This is an optimization exercise on Yosys and OpenROAD, whose aim is small area and a short achievable clock period, not a production implementation.
At most, simulation tests tie the RTL to the original design; equivalence was not proved.

==> module shifter_io_wrapper, before the edit <==
module shifter_io_wrapper #(
    parameter integer WIDTH = 32,
    parameter integer BLOCK = 16
)(
    input  wire             clk,
    input  wire             v_in,
    input  wire [1:0]       opcode,
    input  wire [4:0]       shamt,
    input  wire [31:0]      din,
    output reg  [31:0]      dout,
    output reg              v_out
);
    genvar i;
    wire [1:0] is_left, is_leftn;
    nor2_cell u_l0  (.a(opcode[1]), .b(opcode[0]), .y(is_left[0]));
    nor2_cell u_l1  (.a(opcode[1]), .b(opcode[0]), .y(is_left[1]));
    or2_cell  u_ln0 (.a(opcode[1]), .b(opcode[0]), .y(is_leftn[0]));
    or2_cell  u_ln1 (.a(opcode[1]), .b(opcode[0]), .y(is_leftn[1]));
    wire fill     = (opcode == 2'b10) & din[31];
    wire filln    = ~fill;
    wire [4:3] shn = ~shamt[4:3];
    wire [31:0] d1;    
    wire [31:0] d2;    
    wire [31:0] d3;    
    generate
        for (i = 0; i < 32; i = i + 1) begin : g_s1
            mux_inv u_rev (.a(din[i]), .b(din[31-i]), .s(is_left[i / 16]), .sn(is_leftn[i / 16]), .y(d1[i]));
            mux_inv u_16 (.a(d1[i]), .b(i + 16 < 32 ? d1[(i + 16) % 32] : filln),
                          .s(shamt[4]), .sn(shn[4]), .y(d2[i]));
            mux_inv u_8  (.a(d2[i]), .b(i + 8 < 32 ? d2[(i + 8) % 32] : fill),
                          .s(shamt[3]), .sn(shn[3]), .y(d3[i]));
        end
    endgenerate
    wire shn2b, sh2b;
    inv_cell u_shn2b (.a(shamt[2]), .y(shn2b));
    inv_cell u_sh2b  (.a(shn2b), .y(sh2b));
    reg [31:0] m_datan;             
    reg [2:0]  m_sh;
    reg        m_shn2;
    reg        m_sh2b, m_shn2b;     
    reg        m_left;
    reg        m_fill, m_v;
    always @(posedge clk) begin
        m_datan <= d3;
        m_sh    <= shamt[2:0];
        m_shn2  <= ~shamt[2];
        m_sh2b  <= sh2b;
        m_shn2b <= shn2b;
        m_left  <= is_left[0];
        m_fill  <= fill;
        m_v     <= v_in;
    end
    wire m_filln = ~m_fill;
    wire [2:0] m_shn   = {m_shn2, ~m_sh[1], ~m_sh[0]};
    wire       m_leftn = ~m_left;
    wire [31:0] e1;    
    wire [31:0] e2;    
    wire [31:0] e3;    
    wire [31:0] e4;    
    generate
        for (i = 0; i < 32; i = i + 1) begin : g_s2
            mux_inv u_4   (.a(m_datan[i]), .b(i + 4 < 32 ? m_datan[(i + 4) % 32] : m_filln),
                           .s(i < 16 ? m_sh[2] : m_sh2b), .sn(i < 16 ? m_shn[2] : m_shn2b), .y(e1[i]));
            mux_inv u_2   (.a(e1[i]), .b(i + 2 < 32 ? e1[(i + 2) % 32] : m_fill),
                           .s(m_sh[1]), .sn(m_shn[1]), .y(e2[i]));
            mux_inv u_1   (.a(e2[i]), .b(i + 1 < 32 ? e2[(i + 1) % 32] : m_filln),
                           .s(m_sh[0]), .sn(m_shn[0]), .y(e3[i]));
            mux_buf u_rev (.a(e3[i]), .b(e3[31-i]), .s(m_left), .sn(m_leftn), .y(e4[i]));
        end
    endgenerate
    always @(posedge clk) begin
        dout  <= e4;
        v_out <= m_v;
    end
endmodule
==> flow/config.mk <==
export PLATFORM = sky130hd
export DESIGN_NAME = shifter_io_wrapper
export DESIGN_NICKNAME = shifter_io_wrapper
export VERILOG_FILES = /design/flow/design.v
export SDC_FILE = /design/flow/constraint.sdc
export NUM_CORES = 4
export LEC_CHECK = 0
export CAP_MARGIN = 20
export CORE_MARGIN = 2
export CORE_UTILIZATION = 50
export SETUP_SLACK_MARGIN = 1.1
export SLEW_MARGIN = 20
export SYNTH_HIERARCHICAL = 1
==> flow/constraint.sdc <==
create_clock -name core_clock -period 2.5 [get_ports {clk}]
set_input_delay 0.5000 -clock core_clock [delete_from_list [all_inputs] [get_ports {clk}]]
set_output_delay 0.5000 -clock core_clock [all_outputs]
set_load 0.01 [all_outputs]
standard.sh (not shown) runs the stock make flow with config.mk's settings and CLKGATE_MAP_FILE= SYNTH_SCRIPT=/design/flow/synth_recipe.tcl, a recipe that flattens the netlist after the stock synthesis.
==> flow/flow/run.sh <==
#!/bin/bash
# Standard ORFS layout, with the port buffers made of the smallest buffer and
# a clock tree built without dummy balancing loads.
set -euo pipefail
bash standard.sh "BUFFER_PORTS_ARGS=-buffer_cell sky130_fd_sc_hd__buf_1" \
  "CTS_ARGS=-sink_clustering_enable -repair_clock_nets -dont_use_dummy_load" finish > standard_flow.log 2>&1
Change:
--- a/flow/design.v
+++ b/flow/design.v
@@ -70,30 +70,28 @@
         end
     endgenerate
     wire shn2b, sh2b;
     inv_cell u_shn2b (.a(shamt[2]), .y(shn2b));
     inv_cell u_sh2b  (.a(shn2b), .y(sh2b));
     reg [31:0] m_datan;             
-    reg [2:0]  m_sh;
-    reg        m_shn2;
+    reg [2:0]  m_sh, m_shn;
     reg        m_sh2b, m_shn2b;     
-    reg        m_left;
+    reg        m_left, m_leftn;
     reg        m_fill, m_v;
     always @(posedge clk) begin
         m_datan <= d3;
         m_sh    <= shamt[2:0];
-        m_shn2  <= ~shamt[2];
+        m_shn   <= ~shamt[2:0];
         m_sh2b  <= sh2b;
         m_shn2b <= shn2b;
         m_left  <= is_left[0];
+        m_leftn <= is_leftn[0];
         m_fill  <= fill;
         m_v     <= v_in;
     end
     wire m_filln = ~m_fill;
-    wire [2:0] m_shn   = {m_shn2, ~m_sh[1], ~m_sh[0]};
-    wire       m_leftn = ~m_left;
     wire [31:0] e1;    
     wire [31:0] e2;    
     wire [31:0] e3;    
     wire [31:0] e4;    
     generate
         for (i = 0; i < 32; i = i + 1) begin : g_s2
Outcome: Wire length falls by a few percent; utilization went down by 1.3 points; worst setup slack gains 0.030 ns; via count falls by a few percent; register-to-register slack improves by 0.03 ns.
No functional check of the RTL was part of the first run of this note.

---

Another version of the RTL of shifter_io_wrapper (not shown whole).
Size in the first run: roughly 320 cells after synthesis, ~77 flip-flops, about 0.0031 mm2 of cells after synthesis.
==> module wire_cell, before the edit <==
module wire_cell (
    input  wire a,
    output wire y
);
    assign y = a;
endmodule
==> module shifter_io_wrapper, before the edit <==
module shifter_io_wrapper #(
    parameter integer WIDTH = 32,
    parameter integer BLOCK = 16
)(
    input  wire             clk,
    input  wire             v_in,
    input  wire [1:0]       opcode,
    input  wire [4:0]       shamt,
    input  wire [31:0]      din,
    output reg  [31:0]      dout,
    output reg              v_out
);
    genvar i;
    wire [1:0] is_left, is_leftn;
    nor2_cell u_l0  (.a(opcode[1]), .b(opcode[0]), .y(is_left[0]));
    nor2_cell u_l1  (.a(opcode[1]), .b(opcode[0]), .y(is_left[1]));
    or2_cell  u_ln0 (.a(opcode[1]), .b(opcode[0]), .y(is_leftn[0]));
    or2_cell  u_ln1 (.a(opcode[1]), .b(opcode[0]), .y(is_leftn[1]));
    wire fill     = (opcode == 2'b10) & din[31];
    wire filln    = ~fill;
    wire [4:2] shn = ~shamt[4:2];
    wire [31:0] d1;    
    wire [31:0] d2;    
    wire [31:0] d3;    
    generate
        for (i = 0; i < 32; i = i + 1) begin : g_s1
            mux_inv u_rev (.a(din[i]), .b(din[31-i]), .s(is_left[i / 16]), .sn(is_leftn[i / 16]), .y(d1[i]));
            mux_inv u_16 (.a(d1[i]), .b(i + 16 < 32 ? d1[(i + 16) % 32] : filln),
                          .s(shamt[4]), .sn(shn[4]), .y(d2[i]));
            mux_inv u_8  (.a(d2[i]), .b(i + 8 < 32 ? d2[(i + 8) % 32] : fill),
                          .s(shamt[3]), .sn(shn[3]), .y(d3[i]));
        end
    endgenerate
    wire sh2b, shn2b;
    wire_cell u_sh2b  (.a(shamt[2]), .y(sh2b));
    wire_cell u_shn2b (.a(shn[2]),   .y(shn2b));
    reg [31:0] m_datan;             
    reg [2:0]  m_sh, m_shn;
    reg        m_sh2b, m_shn2b;     
    reg        m_left, m_leftn;
    reg        m_fill, m_v;
    always @(posedge clk) begin
        m_datan <= d3;
        m_sh    <= shamt[2:0];
        m_shn   <= ~shamt[2:0];
        m_sh2b  <= sh2b;
        m_shn2b <= shn2b;
        m_left  <= is_left[0];
        m_leftn <= is_leftn[0];
        m_fill  <= fill;
        m_v     <= v_in;
    end
    wire m_filln = ~m_fill;
    wire [31:0] e1;    
    wire [31:0] e2;    
    wire [31:0] e3;    
    wire [31:0] e4;    
    generate
        for (i = 0; i < 32; i = i + 1) begin : g_s2
            mux_inv u_4   (.a(m_datan[i]), .b(i + 4 < 32 ? m_datan[(i + 4) % 32] : m_filln),
                           .s(i < 16 ? m_sh[2] : m_sh2b), .sn(i < 16 ? m_shn[2] : m_shn2b), .y(e1[i]));
            mux_inv u_2   (.a(e1[i]), .b(i + 2 < 32 ? e1[(i + 2) % 32] : m_fill),
                           .s(m_sh[1]), .sn(m_shn[1]), .y(e2[i]));
            mux_inv u_1   (.a(e2[i]), .b(i + 1 < 32 ? e2[(i + 1) % 32] : m_filln),
                           .s(m_sh[0]), .sn(m_shn[0]), .y(e3[i]));
            mux_buf u_rev (.a(e3[i]), .b(e3[31-i]), .s(m_left), .sn(m_leftn), .y(e4[i]));
        end
    endgenerate
    always @(posedge clk) begin
        dout  <= e4;
        v_out <= m_v;
    end
endmodule
==> flow/config.mk <==
export PLATFORM = sky130hd
export DESIGN_NAME = shifter_io_wrapper
export DESIGN_NICKNAME = shifter_io_wrapper
export VERILOG_FILES = /design/flow/design.v
export SDC_FILE = /design/flow/constraint.sdc
export NUM_CORES = 4
export LEC_CHECK = 0
export CAP_MARGIN = 20
export CORE_MARGIN = 2
export CORE_UTILIZATION = 45
export SETUP_SLACK_MARGIN = 1.1
export SLEW_MARGIN = 20
export SYNTH_HIERARCHICAL = 1
==> flow/constraint.sdc <==
create_clock -name core_clock -period 2.5 [get_ports {clk}]
set_input_delay 0.5000 -clock core_clock [delete_from_list [all_inputs] [get_ports {clk}]]
set_output_delay 0.5000 -clock core_clock [all_outputs]
set_load 0.01 [all_outputs]
==> flow/flow/run.sh <==
#!/bin/bash
# Standard ORFS layout, with the port buffers made of the smallest buffer and
# a clock tree built without dummy balancing loads.
set -euo pipefail
bash standard.sh "BUFFER_PORTS_ARGS=-buffer_cell sky130_fd_sc_hd__buf_1" \
  "CTS_ARGS=-sink_clustering_enable -repair_clock_nets -dont_use_dummy_load -buf_list sky130_fd_sc_hd__clkbuf_4" finish > standard_flow.log 2>&1
Next try:
--- a/flow/design.v
+++ b/flow/design.v
@@ -33,18 +33,12 @@
 module inv_cell (
     input  wire a,
     output wire y
 );
     assign y = ~a;
 endmodule
-module wire_cell (
-    input  wire a,
-    output wire y
-);
-    assign y = a;
-endmodule
 module shifter_io_wrapper #(
     parameter integer WIDTH = 32,
     parameter integer BLOCK = 16
 )(
     input  wire             clk,
     input  wire             v_in,
@@ -59,28 +53,28 @@
     nor2_cell u_l0  (.a(opcode[1]), .b(opcode[0]), .y(is_left[0]));
     nor2_cell u_l1  (.a(opcode[1]), .b(opcode[0]), .y(is_left[1]));
     or2_cell  u_ln0 (.a(opcode[1]), .b(opcode[0]), .y(is_leftn[0]));
     or2_cell  u_ln1 (.a(opcode[1]), .b(opcode[0]), .y(is_leftn[1]));
     wire fill     = (opcode == 2'b10) & din[31];
     wire filln    = ~fill;
-    wire [4:2] shn = ~shamt[4:2];
+    wire [4:3] shn = ~shamt[4:3];
     wire [31:0] d1;    
     wire [31:0] d2;    
     wire [31:0] d3;    
     generate
         for (i = 0; i < 32; i = i + 1) begin : g_s1
             mux_inv u_rev (.a(din[i]), .b(din[31-i]), .s(is_left[i / 16]), .sn(is_leftn[i / 16]), .y(d1[i]));
             mux_inv u_16 (.a(d1[i]), .b(i + 16 < 32 ? d1[(i + 16) % 32] : filln),
                           .s(shamt[4]), .sn(shn[4]), .y(d2[i]));
             mux_inv u_8  (.a(d2[i]), .b(i + 8 < 32 ? d2[(i + 8) % 32] : fill),
                           .s(shamt[3]), .sn(shn[3]), .y(d3[i]));
         end
     endgenerate
-    wire sh2b, shn2b;
-    wire_cell u_sh2b  (.a(shamt[2]), .y(sh2b));
-    wire_cell u_shn2b (.a(shn[2]),   .y(shn2b));
+    wire shn2b, sh2b;
+    inv_cell u_shn2b (.a(shamt[2]), .y(shn2b));
+    inv_cell u_sh2b  (.a(shn2b), .y(sh2b));
     reg [31:0] m_datan;             
     reg [2:0]  m_sh, m_shn;
     reg        m_sh2b, m_shn2b;     
     reg        m_left, m_leftn;
     reg        m_fill, m_v;
     always @(posedge clk) begin
Result: The new run went through all stages and came out clean. Worst setup slack gets better by 0.0055 ns. Final area came out higher by 6.9%. Wire length is higher by 5.7%. First-iteration DRC count falls by 5.6%. Global-route usage came out higher by 0.39 points.

[static timing again, ports no longer ideal]
In the flow no input, the clock included, has a driving cell. The finished layouts below were timed again as built, in two steps.
Step 1 (the two cells are an assumption about what drives the block):
set clk [get_ports {clk}]
set_driving_cell -lib_cell sky130_fd_sc_hd__clkbuf_16 $clk
set_driving_cell -lib_cell sky130_fd_sc_hd__buf_2 [delete_from_list [all_inputs] $clk]
Step 2 also shifts input and output timing later by t, the mid clock arrival at the registers, as if the neighbouring blocks saw the same clock.
Three values: ideal ports, drivers, drivers and shift; two values: the first two.
run | t (ns) | slack for setup (ns) | clock arrival spread, ns | worst data-port slew with drivers (ns)
the first run of note 1 | 0.357 | 1.112 / 1.112 / 0.807 | 0.022 / 0.022 | 0.03
the second run of note 1 | 0.359 | 1.142 / 1.142 / 0.840 | 0.019 / 0.019 | 0.03
the first run of note 2 | 0.423 | 1.118 / 1.114 / 0.772 | 0.041 / 0.040 | 0.03
the second run of note 2 | 0.418 | 1.123 / 1.112 / 0.729 | 0.046 / 0.046 | 0.03
After both steps setup and hold are still met in every run listed. For the second run of note 2, which loses most, drivers alone change the setup slack by -0.011 ns; drivers and shift together by -0.394 ns.
